What follows belongs to an exercise in optimizing a design on an open flow for small area, a short achievable clock period and few clock cycles per item; a production flow would make more cautious choices.
In this exercise RTL edits were held to simulation tests only and were not proved equivalent to the original.
Power and IR drop assume default switching activity.

// axis_matvec_mul
module axis_matvec_mul #(
    parameter R=8, C=8, W_X=4, W_K=3,
    localparam W_Y = W_X + W_K + $clog2(C),
    localparam NQ = 16
)(
    input  logic clk, rstn,
    output logic s_axis_kx_tready,
    input  logic s_axis_kx_tvalid,
    input  logic [R*C*W_K + C*W_X -1:0] s_axis_kx_tdata,
    input  logic m_axis_y_tready,
    output logic m_axis_y_tvalid,
    output logic [R*W_Y-1:0] m_axis_y_tdata
);
    logic [R*NQ-1:0] q_d, q;
    matvec_mul #(
        .R(R), .C(C), .W_X(W_X), .W_K(W_K)
    ) MATVEC (
        .k(s_axis_kx_tdata[R*C*W_K-1:0]),
        .x(s_axis_kx_tdata[R*C*W_K +: C*W_X]),
        .q(q_d)
    );
    assign s_axis_kx_tready = !m_axis_y_tvalid || m_axis_y_tready;
    always_ff @(posedge clk or negedge rstn) begin
        if (!rstn)
            m_axis_y_tvalid <= 1'b0;
        else if (s_axis_kx_tready)
            m_axis_y_tvalid <= s_axis_kx_tvalid;
    end
    always_ff @(posedge clk) begin
        if (s_axis_kx_tready)
            q <= q_d;
    end
    matvec_sum #(
        .R(R), .C(C), .W_X(W_X), .W_K(W_K)
    ) SUM (
        .q(q),
        .y(m_axis_y_tdata)
    );
endmodule
clock: 8.0 ns
lec_check: 0
cap_margin: 20
core_margin: 2
core_utilization: 40
setup_slack_margin: 3.2
slew_margin: 20
synth_hierarchical: 1
synth_minimum_keep_size: 0
standard.sh (not shown) runs the stock make flow with config.mk's settings and CLKGATE_MAP_FILE= SYNTH_SCRIPT=/design/flow/synth_recipe.tcl, a recipe that flattens the netlist after the stock synthesis.
==> flow/flow/run.sh <==
#!/bin/bash
# The standard layout, with these changes:
# - each port's buffer is first a sky130_fd_sc_hd__buf_8, so that global
#   placement adds no buffers behind it; after global placement
#   (flow/post_gpl2.tcl) the buffers of the X ports (s_axis_kx_tdata[223:192],
#   24 loads each) stay $X_PORT_BUFFER and all other port buffers become
#   sky130_fd_sc_hd__buf_1 (the standard flow picks a larger delay buffer);
# - timing repair is limited to resizing and pin swaps;
# - after the standard synthesis, the largest buffers are kept out of the
#   resizer's reach, and clock tree synthesis uses sky130_fd_sc_hd__clkbuf_8
#   and inserts no dummy loads.
# Each step's full output is in orfs/logs; make's own output is in synth.log
# and make.log.
set -euo pipefail
export BUFFER_PORTS_ARGS="-buffer_cell sky130_fd_sc_hd__buf_8"
export SETUP_MOVE_SEQUENCE="unbuffer,sizeup,swap"
export SKIP_GATE_CLONING=1
bash standard.sh synth > synth.log 2>&1
export DONT_USE_CELLS="sky130_fd_sc_hd__clkbuf_16 sky130_fd_sc_hd__buf_12 sky130_fd_sc_hd__buf_16 sky130_fd_sc_hd__bufinv_16"
export CTS_ARGS="-sink_clustering_enable -repair_clock_nets -buf_list sky130_fd_sc_hd__clkbuf_8 -dont_use_dummy_load"
export POST_GLOBAL_PLACE_TCL="$PWD/flow/post_gpl2.tcl"
export X_PORT_BUFFER="${X_PORT_BUFFER:-sky130_fd_sc_hd__buf_6}"
bash standard.sh finish > make.log 2>&1
==> flow/flow/post_gpl2.tcl <==
set xcell sky130_fd_sc_hd__buf_8
if { [info exists ::env(X_PORT_BUFFER)] } { set xcell $::env(X_PORT_BUFFER) }
set small sky130_fd_sc_hd__buf_1
set block [ord::get_db_block]
set nx 0
set ns 0
foreach bterm [$block getBTerms] {
  set name [$bterm getName]
  if { $name == "clk" } { continue }
  set isx [expr { [regexp {^s_axis_kx_tdata\[(\d+)\]$} $name -> idx] && $idx >= 192 }]
  set net [$bterm getNet]
  foreach iterm [$net getITerms] {
    set inst [$iterm getInst]
    set master [[$inst getMaster] getName]
    if { ![string match "*buf*" $master] } { continue }
    if { $isx } {
      if { $master != $xcell } { replace_cell [$inst getName] $xcell }
      incr nx
    } else {
      if { $master != $small } { replace_cell [$inst getName] $small }
      incr ns
    }
  }
}
puts "post_gpl: $nx X port buffers are $xcell, $ns other port buffers are $small"
The starting point ran to the end with no violations.
Testbench counts at the start, summed over its fixed seeds: cycles 520, items 512.
==> next run, changes <==
--- a/flow/flow/run.sh
+++ b/flow/flow/run.sh
@@ -16 +16 @@
-export SETUP_MOVE_SEQUENCE="unbuffer,sizeup,swap"
+export SETUP_MOVE_SEQUENCE="unbuffer,sizeup,swap,buffer"
@@ -22 +22 @@
-export X_PORT_BUFFER="${X_PORT_BUFFER:-sky130_fd_sc_hd__buf_6}"
+export X_PORT_BUFFER="${X_PORT_BUFFER:-sky130_fd_sc_hd__buf_8}"
Wire length went down by 0.51%.
Total power is about the same.
Final area went up by 0.47%.
Worst setup slack improves by 73 ps.
Combinational power is about the same.
Maximum frequency went up by 1.6%.
Die area is unchanged.
==> next run, changes <==
--- a/flow/flow/run.sh
+++ b/flow/flow/run.sh
@@ -3,5 +3,4 @@
-# - each port's buffer is first a sky130_fd_sc_hd__buf_8, so that global
-#   placement adds no buffers behind it; after global placement
-#   (flow/post_gpl2.tcl) the buffers of the X ports (s_axis_kx_tdata[223:192],
-#   24 loads each) stay $X_PORT_BUFFER and all other port buffers become
-#   sky130_fd_sc_hd__buf_1 (the standard flow picks a larger delay buffer);
+# - each port's buffer is a sky130_fd_sc_hd__buf_1 (the standard flow picks a
+#   larger delay buffer), except that after global placement the buffers of
+#   the X ports (s_axis_kx_tdata[223:192], 24 loads each) become
+#   $X_PORT_BUFFER (flow/post_gpl.tcl);
@@ -15,2 +14,2 @@
-export BUFFER_PORTS_ARGS="-buffer_cell sky130_fd_sc_hd__buf_8"
-export SETUP_MOVE_SEQUENCE="unbuffer,sizeup,swap,buffer"
+export BUFFER_PORTS_ARGS="-buffer_cell sky130_fd_sc_hd__buf_1"
+export SETUP_MOVE_SEQUENCE="unbuffer,sizeup,swap"
@@ -21 +20 @@
-export POST_GLOBAL_PLACE_TCL="$PWD/flow/post_gpl2.tcl"
+export POST_GLOBAL_PLACE_TCL="$PWD/flow/post_gpl.tcl"
==> flow/flow/post_gpl.tcl (new file) <==
set cell sky130_fd_sc_hd__buf_8
if { [info exists ::env(X_PORT_BUFFER)] } { set cell $::env(X_PORT_BUFFER) }
set block [ord::get_db_block]
set n 0
foreach bterm [$block getBTerms] {
  if { [regexp {^s_axis_kx_tdata\[(\d+)\]$} [$bterm getName] -> idx] && $idx >= 192 } {
    set net [$bterm getNet]
    foreach iterm [$net getITerms] {
      set inst [$iterm getInst]
      if { [string match "*buf*" [[$inst getMaster] getName]] } {
        replace_cell [$inst getName] $cell
        incr n
      }
    }
  }
}
puts "post_gpl: resized $n X port buffers to $cell"
Settings changed: SETUP_SLACK_MARGIN 3.2 to 3.0.
removed: flow/flow/post_gpl2.tcl
Global-route usage rose by 0.22 points.
Setup slack loses 200 ps.
Utilization stays flat.
Synthesized area does not change.
First-iteration DRC count rose by a quarter to a third.
Worst hold slack hardly moves.
Combinational power fell slightly.
==> next run, changes <==
--- a/flow/flow/run.sh
+++ b/flow/flow/run.sh
@@ -9,2 +9 @@
-#   resizer's reach, and clock tree synthesis uses sky130_fd_sc_hd__clkbuf_8
-#   and inserts no dummy loads.
+#   resizer's reach, and clock tree synthesis uses sky130_fd_sc_hd__clkbuf_8.
@@ -19 +18 @@
-export CTS_ARGS="-sink_clustering_enable -repair_clock_nets -buf_list sky130_fd_sc_hd__clkbuf_8 -dont_use_dummy_load"
+export CTS_BUF_LIST="sky130_fd_sc_hd__clkbuf_8"
Settings changed: SETUP_SLACK_MARGIN 3.0 to 3.2.
=> Clock-buffer cell count does not change; global-route usage came out higher by 0.11 points; power came out higher by a few percent; register-to-register slack is worse by 60 ps; cell count came out higher slightly; routed wire length hardly moves; flip-flop and latch count does not change.
==> next run, changes <==
--- a/flow/flow/run.sh
+++ b/flow/flow/run.sh
@@ -4,3 +4 @@
-#   larger delay buffer), except that after global placement the buffers of
-#   the X ports (s_axis_kx_tdata[223:192], 24 loads each) become
-#   $X_PORT_BUFFER (flow/post_gpl.tcl);
+#   larger delay buffer);
@@ -19,2 +16,0 @@
-export POST_GLOBAL_PLACE_TCL="$PWD/flow/post_gpl.tcl"
-export X_PORT_BUFFER="${X_PORT_BUFFER:-sky130_fd_sc_hd__buf_8}"
Settings changed: CTS_CLUSTER_DIAMETER from default to 100, CTS_CLUSTER_SIZE from default to 32, SETUP_SLACK_MARGIN 3.2 to 3.
removed: flow/flow/post_gpl.tcl
What happened: The new run completed without violations. Setup slack degrades by 330 ps. Routed wire length came out lower by 0.34%. Clock-buffer cell count stays the same. Die area stays the same. Sequential cell count stays the same.

---

Starting RTL as in the previous note.
==> flow/config.mk <==
export PLATFORM = sky130hd
export DESIGN_NAME = axis_matvec_mul
export DESIGN_NICKNAME = axis_matvec_mul
export VERILOG_FILES = /design/flow/design.v
export SDC_FILE = /design/flow/constraint.sdc
export NUM_CORES = 4
export LEC_CHECK = 0
export CAP_MARGIN = 20
export CORE_MARGIN = 2
export CORE_UTILIZATION = 40
export SETUP_SLACK_MARGIN = 3.2
export SLEW_MARGIN = 20
export SYNTH_HIERARCHICAL = 1
export SYNTH_MINIMUM_KEEP_SIZE = 0
==> flow/constraint.sdc <==
create_clock -name core_clock -period 8.0 [get_ports {clk}]
set_input_delay 1.6000 -clock core_clock [delete_from_list [all_inputs] [get_ports {clk}]]
set_output_delay 1.6000 -clock core_clock [all_outputs]
set_load 0.01 [all_outputs]
==> flow/flow/run.sh <==
#!/bin/bash
# The standard layout, with these changes:
# - each port's buffer is a sky130_fd_sc_hd__buf_1 (the standard flow picks a
#   larger delay buffer), except that after global placement the buffers of
#   the X ports (s_axis_kx_tdata[223:192], 24 loads each) become
#   $X_PORT_BUFFER (flow/post_gpl.tcl);
# - timing repair is limited to resizing and pin swaps;
# - after the standard synthesis, the largest buffers are kept out of the
#   resizer's reach, and clock tree synthesis uses sky130_fd_sc_hd__clkbuf_8
#   and inserts no dummy loads.
# Each step's full output is in orfs/logs; make's own output is in synth.log
# and make.log.
set -euo pipefail
export BUFFER_PORTS_ARGS="-buffer_cell sky130_fd_sc_hd__buf_1"
export SETUP_MOVE_SEQUENCE="unbuffer,sizeup,swap"
export SKIP_GATE_CLONING=1
bash standard.sh synth > synth.log 2>&1
export DONT_USE_CELLS="sky130_fd_sc_hd__clkbuf_16 sky130_fd_sc_hd__buf_12 sky130_fd_sc_hd__buf_16 sky130_fd_sc_hd__bufinv_16"
export CTS_ARGS="-sink_clustering_enable -repair_clock_nets -buf_list sky130_fd_sc_hd__clkbuf_8 -dont_use_dummy_load"
export POST_GLOBAL_PLACE_TCL="$PWD/flow/post_gpl.tcl"
export X_PORT_BUFFER="${X_PORT_BUFFER:-sky130_fd_sc_hd__buf_8}"
bash standard.sh finish > make.log 2>&1
==> flow/flow/post_gpl.tcl <==
set cell sky130_fd_sc_hd__buf_8
if { [info exists ::env(X_PORT_BUFFER)] } { set cell $::env(X_PORT_BUFFER) }
set block [ord::get_db_block]
set n 0
foreach bterm [$block getBTerms] {
  if { [regexp {^s_axis_kx_tdata\[(\d+)\]$} [$bterm getName] -> idx] && $idx >= 192 } {
    set net [$bterm getNet]
    foreach iterm [$net getITerms] {
      set inst [$iterm getInst]
      if { [string match "*buf*" [[$inst getMaster] getName]] } {
        replace_cell [$inst getName] $cell
        incr n
      }
    }
  }
}
puts "post_gpl: resized $n X port buffers to $cell"
Testbench counts at the start, summed over its fixed seeds: cycles 520, items 512.
==> next run, changes <==
==> flow/flow/run.sh (replaced) <==
#!/bin/bash
# The standard layout, with these changes:
# - each port's buffer is first a sky130_fd_sc_hd__buf_8, so that global
#   placement adds no buffers behind it; after global placement
#   (flow/post_gpl2.tcl) the buffers of the X ports (s_axis_kx_tdata[223:192],
#   24 loads each) stay $X_PORT_BUFFER and all other port buffers become
#   sky130_fd_sc_hd__buf_1 (the standard flow picks a larger delay buffer);
# - timing repair is limited to resizing and pin swaps;
# - after the standard synthesis, the largest buffers are kept out of the
#   resizer's reach, and clock tree synthesis uses sky130_fd_sc_hd__clkbuf_8
#   and inserts no dummy loads.
# Each step's full output is in orfs/logs; make's own output is in synth.log
# and make.log.
set -euo pipefail
export BUFFER_PORTS_ARGS="-buffer_cell sky130_fd_sc_hd__buf_8"
export SETUP_MOVE_SEQUENCE="unbuffer,sizeup,swap"
export SKIP_GATE_CLONING=1
bash standard.sh synth > synth.log 2>&1
export DONT_USE_CELLS="sky130_fd_sc_hd__clkbuf_16 sky130_fd_sc_hd__buf_12 sky130_fd_sc_hd__buf_16 sky130_fd_sc_hd__bufinv_16"
export CTS_ARGS="-sink_clustering_enable -repair_clock_nets -buf_list sky130_fd_sc_hd__clkbuf_8 -dont_use_dummy_load"
export POST_GLOBAL_PLACE_TCL="$PWD/flow/post_gpl2.tcl"
export X_PORT_BUFFER="${X_PORT_BUFFER:-sky130_fd_sc_hd__buf_8}"
bash standard.sh finish > make.log 2>&1
==> flow/flow/post_gpl2.tcl (new file) <==
set xcell sky130_fd_sc_hd__buf_8
if { [info exists ::env(X_PORT_BUFFER)] } { set xcell $::env(X_PORT_BUFFER) }
set small sky130_fd_sc_hd__buf_1
set block [ord::get_db_block]
set nx 0
set ns 0
foreach bterm [$block getBTerms] {
  set name [$bterm getName]
  if { $name == "clk" } { continue }
  set isx [expr { [regexp {^s_axis_kx_tdata\[(\d+)\]$} $name -> idx] && $idx >= 192 }]
  set net [$bterm getNet]
  foreach iterm [$net getITerms] {
    set inst [$iterm getInst]
    set master [[$inst getMaster] getName]
    if { ![string match "*buf*" $master] } { continue }
    if { $isx } {
      if { $master != $xcell } { replace_cell [$inst getName] $xcell }
      incr nx
    } else {
      if { $master != $small } { replace_cell [$inst getName] $small }
      incr ns
    }
  }
}
puts "post_gpl: $nx X port buffers are $xcell, $ns other port buffers are $small"
- CORE_UTILIZATION: 40 -> 60
- PLACE_DENSITY: not set -> 0.8
removed: flow/flow/post_gpl.tcl
- The changed run finished clean
- routed wire length falls by roughly a tenth
- worst setup slack is better by 0.042 ns
- total power falls slightly
- sequential share of layout area rises by 0.25 points
- global-route usage rises by 9.4 points
- cell area falls slightly
- area after synthesis is unchanged
- first-iteration DRC count rises by about a fifth
==> next run, changes <==
==> flow/flow/run.sh (replaced) <==
#!/bin/bash
# The standard layout, with these changes:
# - each port's buffer is a sky130_fd_sc_hd__buf_1 (the standard flow picks a
#   larger delay buffer);
# - timing repair is limited to resizing and pin swaps;
# - after the standard synthesis, the largest buffers are kept out of the
#   resizer's reach, and clock tree synthesis uses sky130_fd_sc_hd__clkbuf_8.
# Each step's full output is in orfs/logs; make's own output is in synth.log
# and make.log.
set -euo pipefail
export BUFFER_PORTS_ARGS="-buffer_cell sky130_fd_sc_hd__buf_1"
export SETUP_MOVE_SEQUENCE="unbuffer,sizeup,swap"
export SKIP_GATE_CLONING=1
bash standard.sh synth > synth.log 2>&1
export DONT_USE_CELLS="sky130_fd_sc_hd__clkbuf_16 sky130_fd_sc_hd__buf_12 sky130_fd_sc_hd__buf_16 sky130_fd_sc_hd__bufinv_16"
export CTS_BUF_LIST="sky130_fd_sc_hd__clkbuf_8"
bash standard.sh finish > make.log 2>&1
- CORE_UTILIZATION: 60 -> 40
- CTS_CLUSTER_DIAMETER: not set -> 200
- CTS_CLUSTER_SIZE: not set -> 50
- PLACE_DENSITY: 0.8 -> not set
- SETUP_SLACK_MARGIN: 3.2 -> 3
removed: flow/flow/post_gpl2.tcl
What happened: The new run produced a clean layout; first-iteration DRC count decreases by 16%; critical path depth is higher by 1; setup slack gets worse by 0.36 ns; routed wire length goes up by 11%; clock power rose by about 40%.
==> next run, changes <==
==> flow/flow/run.sh (replaced) <==
#!/bin/bash
# The standard layout, with these changes:
# - each port's buffer is first a sky130_fd_sc_hd__buf_8, so that global
#   placement adds no buffers behind it; after global placement
#   (flow/post_gpl2.tcl) the buffers of the X ports (s_axis_kx_tdata[223:192],
#   24 loads each) stay $X_PORT_BUFFER and all other port buffers become
#   sky130_fd_sc_hd__buf_1 (the standard flow picks a larger delay buffer);
# - timing repair is limited to resizing and pin swaps;
# - after the standard synthesis, the largest buffers are kept out of the
#   resizer's reach, and clock tree synthesis uses sky130_fd_sc_hd__clkbuf_8
#   and inserts no dummy loads.
# Each step's full output is in orfs/logs; make's own output is in synth.log
# and make.log.
set -euo pipefail
export BUFFER_PORTS_ARGS="-buffer_cell sky130_fd_sc_hd__buf_8"
export SETUP_MOVE_SEQUENCE="unbuffer,sizeup,swap"
export SKIP_GATE_CLONING=1
bash standard.sh synth > synth.log 2>&1
export DONT_USE_CELLS="sky130_fd_sc_hd__clkbuf_16 sky130_fd_sc_hd__buf_12 sky130_fd_sc_hd__buf_16 sky130_fd_sc_hd__bufinv_16"
export CTS_ARGS="-sink_clustering_enable -repair_clock_nets -buf_list sky130_fd_sc_hd__clkbuf_8 -dont_use_dummy_load"
export POST_GLOBAL_PLACE_TCL="$PWD/flow/post_gpl2.tcl"
export X_PORT_BUFFER="${X_PORT_BUFFER:-sky130_fd_sc_hd__buf_8}"
bash standard.sh finish > make.log 2>&1
==> flow/flow/post_gpl2.tcl (new file) <==
set xcell sky130_fd_sc_hd__buf_8
if { [info exists ::env(X_PORT_BUFFER)] } { set xcell $::env(X_PORT_BUFFER) }
set small sky130_fd_sc_hd__buf_1
set block [ord::get_db_block]
set nx 0
set ns 0
foreach bterm [$block getBTerms] {
  set name [$bterm getName]
  if { $name == "clk" } { continue }
  set isx [expr { [regexp {^s_axis_kx_tdata\[(\d+)\]$} $name -> idx] && $idx >= 192 }]
  set net [$bterm getNet]
  foreach iterm [$net getITerms] {
    set inst [$iterm getInst]
    set master [[$inst getMaster] getName]
    if { ![string match "*buf*" $master] } { continue }
    if { $isx } {
      if { $master != $xcell } { replace_cell [$inst getName] $xcell }
      incr nx
    } else {
      if { $master != $small } { replace_cell [$inst getName] $small }
      incr ns
    }
  }
}
puts "post_gpl: $nx X port buffers are $xcell, $ns other port buffers are $small"
- CTS_CLUSTER_DIAMETER: 200 -> not set
- CTS_CLUSTER_SIZE: 50 -> not set
- SETUP_SLACK_MARGIN: 3 -> 3.2
- power shrinks slightly
- critical path depth fell by 1
- sequential power barely changes
- worst hold slack gains 0.018 ns

-- what the ideal ports hide --
The flow's constraints put no driver on any port. The routed layouts listed below were extracted and timed again, unchanged, in two steps.
Step 1, drivers: a clkbuf_16 drives clk and a buf_2 each remaining input, both assumed.
Step 2 times the ports against the registers' clock, not the clock port: input delays grow and output delays shrink by t, the midpoint of the rising clock arrivals with the driver on.
Three values: no drivers, after step 1, after step 2; two values: the first two.
run	t, ns	slack for setup (ns)	latest minus earliest clock arrival (ns)	worst register clock-pin slew, ns
the first run of note 1	0.595	3.306 / 3.262 / 2.728	0.019 / 0.019	0.08 / 0.08
the second run of note 1	0.601	3.379 / 3.322 / 2.788	0.023 / 0.022	0.08 / 0.08
the third run of note 1	0.611	3.177 / 3.181 / 2.570	0.022 / 0.021	0.08 / 0.08
the fourth run of note 1	0.637	3.310 / 3.286 / 2.680	0.024 / 0.023	0.10 / 0.10
the fifth run of note 1	0.633	2.983 / 3.009 / 2.377	0.018 / 0.017	0.09 / 0.09
the first run of note 2	0.621	3.303 / 3.287 / 2.682	0.030 / 0.031	0.09 / 0.09
the second run of note 2	0.552	3.346 / 3.351 / 2.799	0.029 / 0.030	0.08 / 0.08
the third run of note 2	0.633	2.983 / 3.009 / 2.377	0.018 / 0.017	0.09 / 0.09
the fourth run of note 2	0.601	3.379 / 3.322 / 2.788	0.023 / 0.022	0.08 / 0.08
After both steps setup and hold are still met in every run listed. The setup slack of the fourth run of note 1, which loses most, moves by -0.024 ns with the drivers and by -0.630 ns with both steps.
